This design comes from an exercise in tuning for small area and a short achievable clock period on the open sky130 flow, not from production work. At most, simulation tests tie the RTL to the original design; equivalence was not proved. Power figures rest on the tool's default switching activity, not on a simulated workload.

## MS
==> module RAM, before the edit <==
module RAM (
    input            clk,
    input            rst_n,
    input      [9:0] din,
    input            rx_valid,
    output reg [7:0] dout,
    output reg       tx_valid
);
reg [2:0] phase;
reg [7:0] ADDR;
reg       addr_rst;
reg       dirty;
wire       match  = (phase == ADDR[7:5]);
wire       wr_now = dirty & match;
wire       ld     = rx_valid & ~din[8];
wire       wev    = rx_valid & ~din[9] & din[8];
wire [7:0] tap [0:31];
genvar g;
generate
    for (g = 0; g < 32; g = g + 1) begin : ring
        reg [63:0] r;
        wire we = wr_now & (ADDR[4:0] == g);
        always @(posedge clk)
            r <= {r[55:0], we ? dout : r[63:56]};
        assign tap[g] = r[63:56];
    end
endgenerate
always @(posedge clk)
    phase <= phase + 3'd1;
always @(posedge clk) begin
    if (ld)
        ADDR <= din[7:0];
    else if (addr_rst & (~dirty | match))
        ADDR <= 8'd0;
end
always @(posedge clk or negedge rst_n) begin
    if (!rst_n)
        addr_rst <= 1'b1;
    else if (ld | ~dirty | match)
        addr_rst <= 1'b0;
end
always @(posedge clk) begin
    if (wev)
        dirty <= 1'b1;
    else if (match)
        dirty <= 1'b0;
end
reg [7:0] mq;
reg       fq;
always @(posedge clk) begin
    mq <= tap[ADDR[4:0]];
    fq <= match & ~dirty & ~wev;
end
always @(posedge clk) begin
    if (wev)
        dout <= din[7:0];
    else if (fq)
        dout <= mq;
end
always @(posedge clk or negedge rst_n) begin
    if (!rst_n)
        tx_valid <= 1'b0;
    else if (rx_valid)
        tx_valid <= din[9] & din[8];
end
endmodule
make LEC_CHECK=0 CAP_MARGIN=40 CORE_MARGIN=2 CORE_UTILIZATION=40 SLEW_MARGIN=40 finish   # period 6.5 ns
run.sh (not shown) runs the stock make flow with config.mk's settings and CLKGATE_MAP_FILE= SYNTH_SCRIPT=/design/flow/synth_recipe.tcl, a recipe that flattens the netlist after the stock synthesis.
#### Input delta (JK over MS)
diff --git a/flow/design.v b/flow/design.v
--- a/flow/design.v
+++ b/flow/design.v
@@ -119,23 +119,17 @@
 always @(posedge clk) begin
     if (wev)
         dirty <= 1'b1;
     else if (match)
         dirty <= 1'b0;
 end
-reg [7:0] mq;
-reg       fq;
-always @(posedge clk) begin
-    mq <= tap[ADDR[4:0]];
-    fq <= match & ~dirty & ~wev;
-end
 always @(posedge clk) begin
     if (wev)
         dout <= din[7:0];
-    else if (fq)
-        dout <= mq;
+    else if (match & ~dirty)
+        dout <= tap[ADDR[4:0]];
 end
 always @(posedge clk or negedge rst_n) begin
     if (!rst_n)
         tx_valid <= 1'b0;
     else if (rx_valid)
         tx_valid <= din[9] & din[8];
==> summary.txt <==
Compared to MS, JK has global-route usage over all layers 2.1 points higher.
Compare JK and MS | cell count lower: JK
Share of total power in sequential cells was lower in the run labelled JK.
As far as via count is concerned, JK and MS perform about the same.
When JK is measured against MS, its global-route wire length before repair turns out about 10% higher.
Relative to MS, the number of buffers outside the clock class in the layout measured on JK has decreased by a little under 10%.
Between JK and MS, the share of the yosys chip area belonging to registers is higher for JK.
Run comparison: JK worst setup path startpoint ram_mem.ADDR[2]; MS worst setup path startpoint ram_mem.ADDR[0]
JK vs MS: setup slack up in JK
Overall routed net length delta for JK relative to MS: 12,000 um higher
No functional check of the RTL was part of MS.

---

The RTL this note starts from:
==> flow/design.v <==
module SPI_SLAVE(
    input            clk,
    input            rst_n,
    input            MOSI,
    input            SS_n,
    input      [7:0] tx_data,
    input            tx_valid,
    output     [9:0] rx_data,
    output reg       rx_valid,
    output reg       MISO
);
localparam IDLE      = 3'b000;
localparam CHK_CMD   = 3'b001;
localparam WRITE     = 3'b011;
localparam READ_ADD  = 3'b010;
localparam READ_DATA = 3'b110;
reg [2:0]  cs, ns;
reg [3:0]  counter;       
reg        read_add_flg;
reg        loaded;        
reg [10:0] sr;
assign rx_data = sr[10:1];
always @(posedge clk)
    sr <= {sr[9:0], MOSI};
always @(*) begin
    case (cs)
        IDLE:      ns = SS_n ? IDLE : CHK_CMD;
        CHK_CMD:   ns = SS_n ? IDLE : (!MOSI ? WRITE : (read_add_flg ? READ_DATA : READ_ADD));
        WRITE:     ns = SS_n ? IDLE : WRITE;
        READ_ADD:  ns = SS_n ? IDLE : READ_ADD;
        READ_DATA: ns = SS_n ? IDLE : READ_DATA;
        default:   ns = IDLE;
    endcase
end
always @(posedge clk or negedge rst_n) begin
    if (!rst_n)
        cs <= IDLE;
    else
        cs <= ns;
end
wire collect = (cs == WRITE) || (cs == READ_ADD) || (cs == READ_DATA && !tx_valid);
wire shift   = (cs == READ_DATA) && tx_valid;
always @(posedge clk or negedge rst_n) begin
    if (!rst_n) begin
        rx_valid     <= 1'b0;
        MISO         <= 1'b0;
        counter      <= 4'hf;
        read_add_flg <= 1'b0;
        loaded       <= 1'b0;
    end else begin
        rx_valid <= 1'b0;
        if (cs == IDLE) begin
            MISO    <= 1'b0;
            counter <= 4'hf;
            loaded  <= 1'b0;
        end
        if (collect) begin
            counter <= counter + 4'd1;
            if (counter == 4'd9) begin
                rx_valid <= 1'b1;
                counter  <= 4'hf;
                if (cs == READ_ADD)  read_add_flg <= 1'b1;
                if (cs == READ_DATA) read_add_flg <= 1'b0;
            end
        end
        if (shift) begin
            if (counter == 4'hf) begin
                loaded  <= 1'b1;
                counter <= 4'd7;
            end else begin
                MISO    <= loaded & tx_data[~counter[2:0]];
                counter <= counter - 4'd1;
            end
        end
    end
end
endmodule
module RAM (
    input            clk,
    input            rst_n,
    input      [9:0] din,
    input            rx_valid,
    output reg [7:0] dout,
    output reg       tx_valid
);
reg [2:0] phase;
reg [2:0] slot;
reg [3:0] sel_lo;
reg [7:0] sel_hi;
reg       addr_rst;
reg       dirty;
wire match = (phase == slot);
wire wr    = dirty & match;
wire ld    = rx_valid & ~din[8];
wire wev   = rx_valid & ~din[9] & din[8];
wire clr   = addr_rst & (~dirty | match);
wire [7:0] grp [0:7];
genvar g, h;
generate
    for (h = 0; h < 8; h = h + 1) begin : bank
        wire [7:0] tap [0:3];
        for (g = 0; g < 4; g = g + 1) begin : ring
            reg [63:0] r;
            wire we = wr & sel_hi[h] & sel_lo[g];
            always @(posedge clk)
                r <= {r[55:0], we ? dout : r[63:56]};
            assign tap[g] = r[63:56];
        end
        assign grp[h] = ({8{sel_lo[0]}} & tap[0]) | ({8{sel_lo[1]}} & tap[1])
                      | ({8{sel_lo[2]}} & tap[2]) | ({8{sel_lo[3]}} & tap[3]);
    end
endgenerate
wire [7:0] rd = ({8{sel_hi[0]}} & grp[0]) | ({8{sel_hi[1]}} & grp[1])
              | ({8{sel_hi[2]}} & grp[2]) | ({8{sel_hi[3]}} & grp[3])
              | ({8{sel_hi[4]}} & grp[4]) | ({8{sel_hi[5]}} & grp[5])
              | ({8{sel_hi[6]}} & grp[6]) | ({8{sel_hi[7]}} & grp[7]);
always @(posedge clk)
    phase <= phase + 3'd1;
always @(posedge clk) begin
    if (ld) begin
        slot   <= din[7:5];
        sel_hi <= 8'd1 << din[4:2];
        sel_lo <= 4'd1 << din[1:0];
    end else if (clr) begin
        slot   <= 3'd0;
        sel_hi <= 8'd1;
        sel_lo <= 4'd1;
    end
end
always @(posedge clk or negedge rst_n) begin
    if (!rst_n)
        addr_rst <= 1'b1;
    else if (ld | ~dirty | match)
        addr_rst <= 1'b0;
end
always @(posedge clk) begin
    if (wev)
        dirty <= 1'b1;
    else if (match)
        dirty <= 1'b0;
end
reg [7:0] mq;
reg       fq;
always @(posedge clk) begin
    mq <= rd;
    fq <= match & ~dirty & ~wev;
end
always @(posedge clk) begin
    if (wev)
        dout <= din[7:0];
    else if (fq)
        dout <= mq;
end
always @(posedge clk or negedge rst_n) begin
    if (!rst_n)
        tx_valid <= 1'b0;
    else if (rx_valid)
        tx_valid <= din[9] & din[8];
end
endmodule
module SPI_WRAPPER(
  input    MOSI,
  input    clk,
  input    rst_n,
  input    SS_n,
  output   MISO
);
wire        rx_valid, tx_valid;
wire [9:0]  rx_data;
wire [7:0]  tx_data;
SPI_SLAVE SPISLAVE (
    .clk(clk),
    .rst_n(rst_n),
    .MOSI(MOSI),
    .rx_data(rx_data),
    .tx_data(tx_data),
    .SS_n(SS_n),
    .rx_valid(rx_valid),
    .tx_valid(tx_valid),
    .MISO(MISO)
);
RAM ram_mem (
    .clk(clk),
    .rst_n(rst_n),
    .din(rx_data),
    .dout(tx_data),
    .rx_valid(rx_valid),
    .tx_valid(tx_valid)
);
endmodule
clock: 6.5 ns
lec_check: 0
cap_margin: 40
core_margin: 2
core_utilization: 65
cts_cluster_diameter: 60
cts_cluster_size: 25
setup_slack_margin: 4
slew_margin: 40
Then changed:
--- a/flow/design.v
+++ b/flow/design.v
@@ -84,48 +84,31 @@
     output reg       tx_valid
 );
 reg [2:0] phase;
-reg [2:0] slot;
-reg [3:0] sel_lo;
-reg [7:0] sel_hi;
+reg [7:0] ADDR;
 reg       addr_rst;
 reg       dirty;
-wire match = (phase == slot);
-wire wr    = dirty & match;
-wire ld    = rx_valid & ~din[8];
-wire wev   = rx_valid & ~din[9] & din[8];
-wire clr   = addr_rst & (~dirty | match);
-wire [7:0] grp [0:7];
-genvar g, h;
+wire       match  = (phase == ADDR[7:5]);
+wire       wr_now = dirty & match;
+wire       ld     = rx_valid & ~din[8];
+wire       wev    = rx_valid & ~din[9] & din[8];
+wire [7:0] tap [0:31];
+genvar g;
 generate
-    for (h = 0; h < 8; h = h + 1) begin : bank
-        wire [7:0] tap [0:3];
-        for (g = 0; g < 4; g = g + 1) begin : ring
-            reg [63:0] r;
-            wire we = wr & sel_hi[h] & sel_lo[g];
-            always @(posedge clk)
-                r <= {r[55:0], we ? dout : r[63:56]};
-            assign tap[g] = r[63:56];
-        end
-        assign grp[h] = ({8{sel_lo[0]}} & tap[0]) | ({8{sel_lo[1]}} & tap[1])
-                      | ({8{sel_lo[2]}} & tap[2]) | ({8{sel_lo[3]}} & tap[3]);
+    for (g = 0; g < 32; g = g + 1) begin : ring
+        reg [63:0] r;
+        wire we = wr_now & (ADDR[4:0] == g);
+        always @(posedge clk)
+            r <= {r[55:0], we ? dout : r[63:56]};
+        assign tap[g] = r[63:56];
     end
 endgenerate
-wire [7:0] rd = ({8{sel_hi[0]}} & grp[0]) | ({8{sel_hi[1]}} & grp[1])
-              | ({8{sel_hi[2]}} & grp[2]) | ({8{sel_hi[3]}} & grp[3])
-              | ({8{sel_hi[4]}} & grp[4]) | ({8{sel_hi[5]}} & grp[5])
-              | ({8{sel_hi[6]}} & grp[6]) | ({8{sel_hi[7]}} & grp[7]);
 always @(posedge clk)
     phase <= phase + 3'd1;
 always @(posedge clk) begin
-    if (ld) begin
-        slot   <= din[7:5];
-        sel_hi <= 8'd1 << din[4:2];
-        sel_lo <= 4'd1 << din[1:0];
-    end else if (clr) begin
-        slot   <= 3'd0;
-        sel_hi <= 8'd1;
-        sel_lo <= 4'd1;
-    end
+    if (ld)
+        ADDR <= din[7:0];
+    else if (addr_rst & (~dirty | match))
+        ADDR <= 8'd0;
 end
 always @(posedge clk or negedge rst_n) begin
     if (!rst_n)
@@ -142,7 +125,7 @@
 reg [7:0] mq;
 reg       fq;
 always @(posedge clk) begin
-    mq <= rd;
+    mq <= tap[ADDR[4:0]];
     fq <= match & ~dirty & ~wev;
 end
 always @(posedge clk) begin
Result: Global-route usage rose by 1.2 points; area after synthesis fell by 1.9%; fmax fell by 1.7%; non-clock buffer count rose by 28; core utilization rose by 1.6 points; clock skew is about the same.
Only the layout flow was run in the second run of this note; the RTL was not checked for function there.

==> separate check: timing with driven ports <==
No port has a modelled driver above. Below, the same layouts with a new extraction and two added sets of constraints. Step 1 (the two cells are an assumption about what drives the block):
set clk [get_ports {clk}]
set_driving_cell -lib_cell sky130_fd_sc_hd__clkbuf_16 $clk
set_driving_cell -lib_cell sky130_fd_sc_hd__buf_2 [delete_from_list [all_inputs] $clk]
Step 2 adds t to the input delays and takes it off the output delays; t is the mean of the earliest and latest rising clock arrival at the registers after step 1. Input paths then give back, and output paths get back, about the clock's delay inside the block. Slacks: no drivers / after step 1 / after step 2; pairs: no drivers / after step 1.
| run | t (ns) | setup slack, ns | hold slack, ns | worst slew at a driven data input, ns | pins driven straight from the clock port |
|---|---|---|---|---|---|
| MS | 0.825 | 3.087 / 3.087 / 3.087 | 0.305 / 0.305 / 0.305 | 0.03 | 1 |
| JK | 0.828 | 3.137 / 3.137 / 3.137 | 0.287 / 0.287 / 0.287 | 0.03 | 1 |
| the first run of note 2 | 0.732 | 3.975 / 3.907 / 4.131 | 0.317 / 0.317 / 0.317 | 0.03 | 1 |
| the second run of note 2 | 0.726 | 3.931 / 3.914 / 3.931 | 0.316 / 0.316 / 0.316 | 0.04 | 1 |
After both steps setup and hold are still met in every run listed.
